What follows belongs to an exercise in optimizing a design on an open flow for small area; a production flow would make more cautious choices. At most, simulation tests tie the RTL to the original design; equivalence was not proved. No functional check of the RTL was part of run 1.

==> flow/design.v, too long to show whole: its modules and the start of the top module <==
// module TwoByEightMatMul: 1139 lines
// module MatMul: 41 lines
// module MatMul_top: 11 lines
module MatMul_top (
	input clk, read, resetn, cs,
	input[31:0] writedata,
	output[31:0] readdata,
	output[7:0] conduit
);
  // ...
==> flow/flow/run.sh <==
#!/bin/bash
# Own flow: the standard synthesis, then its combinational gates (all but
# the flip-flops, the full/half adder cells and the tie cells) mapped again by
# ABC with an area-oriented script (flow/area.abc), then the standard
# layout of that netlist. Registers keep the standard synthesis's names and
# cells. Each tool writes its full output to a log of its own here.
set -euo pipefail
W=$(pwd)
F=$W/flow
P=${FLOW_PLATFORM:-sky130hd}
R=$W/orfs/results/$P/MatMul_top/base
L=$W/orfs/logs/$P/MatMul_top/base
O=$W/orfs/objects/$P/MatMul_top/base
YOSYS=$FLOW_HOME/../tools/install/yosys/bin/yosys
[[ -x $YOSYS ]] || YOSYS=$(command -v yosys)
LIB=$FLOW_HOME/platforms/$P/lib/sky130_fd_sc_hd__tt_025C_1v80.lib

# 1. the standard synthesis
bash standard.sh synth > std_synth.log 2>&1

# 2. remap the combinational logic
python3 $F/mkfuncs.py $LIB $W/funcs.v > mkfuncs.log 2>&1
DU=$(grep -o -- '-dont_use [^ ]*' $L/1_2_yosys.log | sort -u | tr '\n' ' ')
cat > $W/remap.ys <<EOF
read_verilog $R/1_2_yosys.v
read_liberty -lib $LIB
techmap -map $W/funcs.v
techmap
opt -purge
abc -script $F/area.abc -liberty $LIB $DU -constr $O/abc.constr
splitnets
opt_clean -purge
hilomap -singleton -hicell sky130_fd_sc_hd__conb_1 HI -locell sky130_fd_sc_hd__conb_1 LO
insbuf -buf sky130_fd_sc_hd__buf_4 A X
opt_clean -purge
check -assert
stat -liberty $LIB
write_verilog -noattr -noexpr -nohex -nodec $W/remapped.v
EOF
$YOSYS -s $W/remap.ys > remap.log 2>&1

# 3. the standard layout of the remapped netlist (the standard synthesis's
# results are moved aside so make takes the remapped netlist from the start)
mkdir -p $W/std_synth
mv $R/1_* $W/std_synth/
bash standard.sh finish SYNTH_NETLIST_FILES=$W/remapped.v > std_layout.log 2>&1
==> flow/flow/area.abc <==
&get -n
&st
&dch
&nf -p -a
&put
==> flow/flow/mkfuncs.py <==
#!/usr/bin/env python3
"""Write a Yosys techmap file that turns each single-output combinational
sky130_fd_sc_hd cell (except the adders and tie cells) back into plain logic,
from the functions in the liberty file."""
import re, sys
lib = open(sys.argv[1]).read()
keep = re.compile(r"__(fa|ha|conb|fah|dlygate|dlymetal|clkdly|probe|lpflow|tap|fill|decap|diode|macro)")
out = []
for c in re.split(r'\n\s*cell\s*\(', lib)[1:]:
    name = re.match(r'"?(\w+)"?', c).group(1)
    if keep.search(name) or 'ff (' in c or 'latch (' in c or 'statetable' in c:
        continue
    pins = re.findall(r'pin\s*\(\s*"?(\w+)"?\s*\)\s*\{(.*?)\n\s{8}\}', c, re.S)
    ins, outs = [], []
    for p, body in pins:
        d = re.search(r'direction\s*:\s*"?(\w+)"?', body)
        if not d: continue
        if d.group(1) == 'input': ins.append(p)
        elif d.group(1) == 'output':
            f = re.search(r'function\s*:\s*"([^"]*)"', body)
            if f: outs.append((p, f.group(1)))
    if len(outs) != 1 or not ins: continue
    o, f = outs[0]
    f = f.replace('!', '~').replace('*', '&').replace('+', '|')
    f = re.sub(r'(\w+)\s+(?=[\w(~])', r'\1 & ', f)  # implicit AND by space
    f = re.sub(r'\)\s+(?=[\w(~])', ') & ', f)
    out.append(f"module {name}({', '.join(ins + [o])});\n  input {', '.join(ins)};\n  output {o};\n  assign {o} = {f};\nendmodule\n")
open(sys.argv[2], 'w').write("\n".join(out))
print(len(out), "cells")
==> flow/standard.sh <==
#!/bin/bash
# synth_recipe.tcl (not shown) runs the flow's synth.tcl, then flattens the netlist and writes it again
# the make line also repeats each setting of config.mk as NAME=value (left out here)
make -C /OpenROAD-flow-scripts/flow DESIGN_CONFIG=/design/flow/config.mk WORK_HOME=/design/flow/orfs CLKGATE_MAP_FILE= SYNTH_SCRIPT=/design/flow/synth_recipe.tcl "${@:-finish}"
==> flow/config.mk <==
export PLATFORM = sky130hd
export DESIGN_NAME = MatMul_top
export DESIGN_NICKNAME = MatMul_top
export VERILOG_FILES = /design/flow/design.v
export SDC_FILE = /design/flow/constraint.sdc
export NUM_CORES = 4
export LEC_CHECK = 0
export CAP_MARGIN = 20
export CORE_MARGIN = 2
export CORE_UTILIZATION = 40
export CTS_BUF_LIST = sky130_fd_sc_hd__clkbuf_8
export CTS_CLUSTER_DIAMETER = 60
export CTS_CLUSTER_SIZE = 16
export SLEW_MARGIN = 20
==> flow/constraint.sdc <==
create_clock -name core_clock -period 12.0 [get_ports {clk}]
set_input_delay 2.4000 -clock core_clock [delete_from_list [all_inputs] [get_ports {clk}]]
set_output_delay 2.4000 -clock core_clock [all_outputs]
set_load 0.01 [all_outputs]
==> metrics.md, run 1 <==
| Metric | Value |
|---|---|
| Status | finished clean |
| Final Hold Fails | 0 |
| DRT Pass-1 Iters | 6 |
| Regs by FF count | mm.ram_a (448), mm.ram_b (448), mm.result (16) |
| Nonclk inv count | 61 |
| Post-route ant nets | 0 |
| Post-CTS Hold Buffers | 0 |
| Final-report setup violation count | 0 |
| Slew margin rel. | 22.32% |
| Via Count | 28.84k |
| N_diodes | 1 |
| CTS root buf | clkbuf_8 |
| Crit end category | flop |
| Syn_area_per_cell | 15.22 um^2 |
| Vias/cell | 5.976 |
| Worst Path Arrival | 11.95 ns |
| Worst min-delay path class | reg2reg |
| Slowest stage cell on the critical path | nor4_1 |
| Grt total ovfl | 0 |
| Gp weighted congestion | 0.9320 |
| CORE AREA | 110800 um^2 |
| Stages on worst setup path | 29 |
| CTS sink cnt | 919 |
| Fin nets | 3717 |
==> module MatMul, before the edit <==
module MatMul (
	input clk,
	input rw, cs, comdat,
	input[6:0] data_in,
	output[7:0] data_out
);
reg[6:0] addr;
reg[6:0] ram_a[0:63], ram_b[0:63];
reg[15:0] result;	 
wire[6:0] addr_next = !cs ? addr : (rw || !comdat) ? addr + 7'd1 : data_in;
always @(posedge clk)
	addr <= addr_next;
wire we = cs && !rw && !comdat;
integer n;
always @(posedge clk) begin
	for(n=0; n<64; n=n+1) begin
		if(we && addr == n)
			ram_a[n] <= data_in;
		if(we && addr == 64+n)
			ram_b[n] <= data_in;
	end
end
wire[7:0] rsel = 8'd1 << addr_next[6:4];
wire[7:0] csel = 8'd1 << addr_next[3:1];
reg[55:0] arow, bcol;
integer k, r;
always @(*) begin
	arow = 56'd0;
	bcol = 56'd0;
	for(k=0; k<8; k=k+1)
		for(r=0; r<8; r=r+1) begin
			arow[7*k+:7] = arow[7*k+:7] | ({7{rsel[r]}} & ram_a[8*r+k]);
			bcol[7*k+:7] = bcol[7*k+:7] | ({7{csel[r]}} & ram_b[8*k+r]);
		end
end
wire[15:0] c;
TwoByEightMatMul dot(.a(arow), .b(bcol), .c(c));
always @(posedge clk)
	result <= c;
assign data_out = addr[0] ? result[7:0] : result[15:8];
endmodule
==> run 2, diff against run 1 <==
--- a/flow/design.v
+++ b/flow/design.v
@@ -1147,6 +1147,9 @@
 reg[6:0] ram_a[0:63], ram_b[0:63];
-reg[15:0] result;	 
+reg[7:0] rsel, csel;
 wire[6:0] addr_next = !cs ? addr : (rw || !comdat) ? addr + 7'd1 : data_in;
-always @(posedge clk)
+always @(posedge clk) begin
 	addr <= addr_next;
+	rsel <= 8'd1 << addr_next[6:4];
+	csel <= 8'd1 << addr_next[3:1];
+end
 wire we = cs && !rw && !comdat;
@@ -1161,4 +1164,2 @@
 end
-wire[7:0] rsel = 8'd1 << addr_next[6:4];
-wire[7:0] csel = 8'd1 << addr_next[3:1];
 reg[55:0] arow, bcol;
@@ -1176,5 +1177,3 @@
 TwoByEightMatMul dot(.a(arow), .b(bcol), .c(c));
-always @(posedge clk)
-	result <= c;
-assign data_out = addr[0] ? result[7:0] : result[15:8];
+assign data_out = addr[0] ? c[7:0] : c[15:8];
 endmodule
--- a/flow/flow/run.sh
+++ b/flow/flow/run.sh
@@ -41,3 +41,4 @@
 
-# 3. the standard layout of the remapped netlist (the standard synthesis's
+# 3. the standard layout of the remapped netlist, with plain buffers
+# (buf_2) on the ports and no dummy loads in the clock tree (the standard synthesis's
 # results are moved aside so make takes the remapped netlist from the start)
@@ -45,2 +46,5 @@
 mv $R/1_* $W/std_synth/
-bash standard.sh finish SYNTH_NETLIST_FILES=$W/remapped.v > std_layout.log 2>&1
+bash standard.sh finish SYNTH_NETLIST_FILES=$W/remapped.v \
+  "BUFFER_PORTS_ARGS=-buffer_cell sky130_fd_sc_hd__buf_2" \
+  "CTS_ARGS=-sink_clustering_enable -repair_clock_nets -sink_clustering_size 16 -sink_clustering_max_diameter 60 -buf_list sky130_fd_sc_hd__clkbuf_8 -dont_use_dummy_load" \
+  > std_layout.log 2>&1
==> flow/flow/area.abc (replaced) <==
&get -n
&st
&dch
&nf
&put
==> metrics.md, run 2 <==
| Metric | Value |
|---|---|
| Routed WL | 118900 um |
| FP Rows | 119 |
| Commonest non-fill, non-tap cells in the layout | edfxtp_1 (897), nor2_1 (548), fa_1 (362) |
| Largest net degree at the start of global routing | 94 |
| Num CTS Buffers | 69 |
| Total track usage | 22.06% |
| CORE AREA | 104800 um^2 (-5.4%) |
| Number of fill cells | 9215 |
| Area occupied by multi-input gates | 14450 um^2 |
| R2R setup slack | 8.69 ns |
| Post-route ant nets | 0 (unchanged) |
| Grt total ovfl | 0 (unchanged) |
| Initial Utilization | 40.19% |
| Worst-Skew Late Latency | 0.71 ns |
| Worst slack at placement | 0.8814 ns |
| Fmax | 0.08578 GHz |
| Clk_skew | 0.07644 ns |
| Number of global-route vias before repair | 25.35k |
| Worst path max stage delay | 0.58 ns |
| Initial antenna violation count | 4 |
| Max Cap Viol | 0 |
| Critical Path Source | mm.csel[0] |
| Tcrit/Tclk final | 97.15% |
| Slew margin rel. | 25.71% (+3.4 points) |
| CTS root buf | clkbuf_8 |
| Die height | 328.5 um |
| Htree depth | 3 |
| Slowest stage cell on the critical path | fa_1 |
| Stages on worst setup path | 27 (-6.9%) |
| CP Data Required Time | 9.60 ns |
| Via Count | 24.87k (-14%) |
| Hold WS | 0.7112 ns |
| Die width | 328.5 um |
| Clk pin slew, worst setup/hold paths | 0.09 ns |
| Worst path most repeated cell | fa_1 |
| Reg-to-Reg Start | mm.addr[0] |
| Crit end category | primary output |
| Setup CP Type | reg2out |
| Regs by FF count | mm.ram_a (448), mm.ram_b (448) |
| Fin crit period | 11.66 ns |
| Met2 Track Usage GR | 35.31% |
| First-pass GRT wire length | 173500 um |
| Post-CTS Hold Buffers | 0 (unchanged) |
| Die Area | 107900 um^2 |
| Final-report setup violation count | 0 (unchanged) |
| Reg2Reg Depth | 5 |
| Fin nets | 3169 (-15%) |
| Post-DP HPWL | 81810 um |
| Cell area after layout | 45610 um^2 |
| Area delta synth->final | 8.256% |
| Detailed Route Iter0 Violations | 3845 |
| Commonest non-fill, non-tap cell in the layout | edfxtp_1 |
| Routed len/inst | 28.75 um |
| Final Hold Fails | 0 (unchanged) |
| Syn Inst Count | 2576 |
| Crit path to | conduit[6] |
| Worst path top cell family by delay | adder cells |
| CTS sink cnt | 919 (unchanged) |
| Reg2reg end | mm.ram_b[44][1] |
| Fin util | 43.51% |
| Status | finished clean |
| Met1 global-route usage | 30.88% |
| Worst-margin pin slew | 1.111 ns |
| Final worst slack | 0.3416 ns |
| PortBufs | 26 |
| Syn_area_per_cell | 16.35 um^2 (+7.5%) |
| Gr busiest metal | met2 |
| DRT Pass-1 Iters | 9 (+3) |
| Worst min-delay path class | reg2reg |
| Max clock buf depth | 3 |
| Register area | 27430 um^2 |
| Crit Path Max Fanout | 33 |
| Synth Cell Area | 42130 um^2 |
| CTS tree | yes |
| Layout cells sized above 1 | 7.143% |
| IO Pins | 76 |
| Area after DPL | 44550 um^2 |
| Gp weighted congestion | 0.9745 (+4.6%) |
| WP buf/inv | 6 |
| Final Max Slew Viols | 0 |
| Residual DRC | 0 |
| Worst Path Arrival | 9.26 ns (-2.69 ns) |
| Total number of yosys warnings | 0 |
| Met3 usage | 3.926% |
| Startpoint types | flop |
| Vias/cell | 6.010 (+0.57%) |
-- run 2: metal layers --
layer / vias up / share of wire [%]
li1: 10240 / -
met1: 13040 / 41
met2: 1345 / 47
met3: 247 / 9.0
met4: 2 / 3.1
met5: - / 0.013
-- run 2: per-stage QoR --
| stage | instances | TNS [ns] |
|---|---|---|
| 5_1_grt | 4137 | -0.005070 |
| 3_5_place_dp | 4061 | 0 |
| 2_1_floorplan | 2599 | 0 |
| 3_3_place_gp | 4061 | 0 |
| 6_report | 4137 | 0 |
| 4_1_cts | 4130 | 0 |
-- run 2: worst min path at each step --
| stage | startpoint | endpoint | cells after the start |
|---|---|---|---|
| 6_report | mm.addr[2] | mm.addr[2] | 1 |
| 5_1_grt | mm.addr[2] | mm.addr[2] | 1 |
| 4_1_cts | mm.addr[2] | mm.addr[2] | 1 |
| 3_5_place_dp | mm.addr[2] | mm.addr[2] | 1 |
| 3_3_place_gp | mm.addr[2] | mm.addr[2] | 1 |
| 2_1_floorplan | mm.addr[5] | mm.addr[5] | 2 |
-- run 2: area by class of cell --
type,count,share of cell area (%)
Multi-Input combinational cell,1604,31.68
Clock buffer,69,2.082
Tap cell,1391,3.816
Antenna cell,2,0.01097
Timing Repair Buffer,108,1.909
Inverter,44,0.3621
Sequential cell,919,60.14
-- run 2: what timing repair did --
action	in CTS	in global routing
gates resized for setup	0	14
endpoints found under the setup margin	0	4
setup buffers	0	5
hold endpoints to repair	0	0

## afterwards: timing with drivers on the ports
No port has a modelled driver above. Below, the same layouts with a new extraction and two added sets of constraints.
Step 1: set_driving_cell puts a clkbuf_16 on clk and a buf_2 on each other input, an assumption about the parent block.
Step 2 adds t to the input delays and takes it off the output delays; t is the mean of the earliest and latest rising clock arrival at the registers after step 1. Input paths then give back, and output paths get back, about the clock's delay inside the block.
a / b / c = ideal ports / drivers / drivers and shift; a / b = the first two.
run | t (ns) | slack for setup (ns) | worst slew at a driven data input, ns
run 1 | 0.805 | 0.659 / 0.657 / -0.148 | 0.10
run 2 | 0.744 | 0.342 / 0.272 / 1.017 | 0.10
With both steps, setup timing fails in run 1, where it was met with ideal ports. For run 1, which loses most, drivers alone change the setup slack by -0.002 ns; drivers and shift together by -0.807 ns.
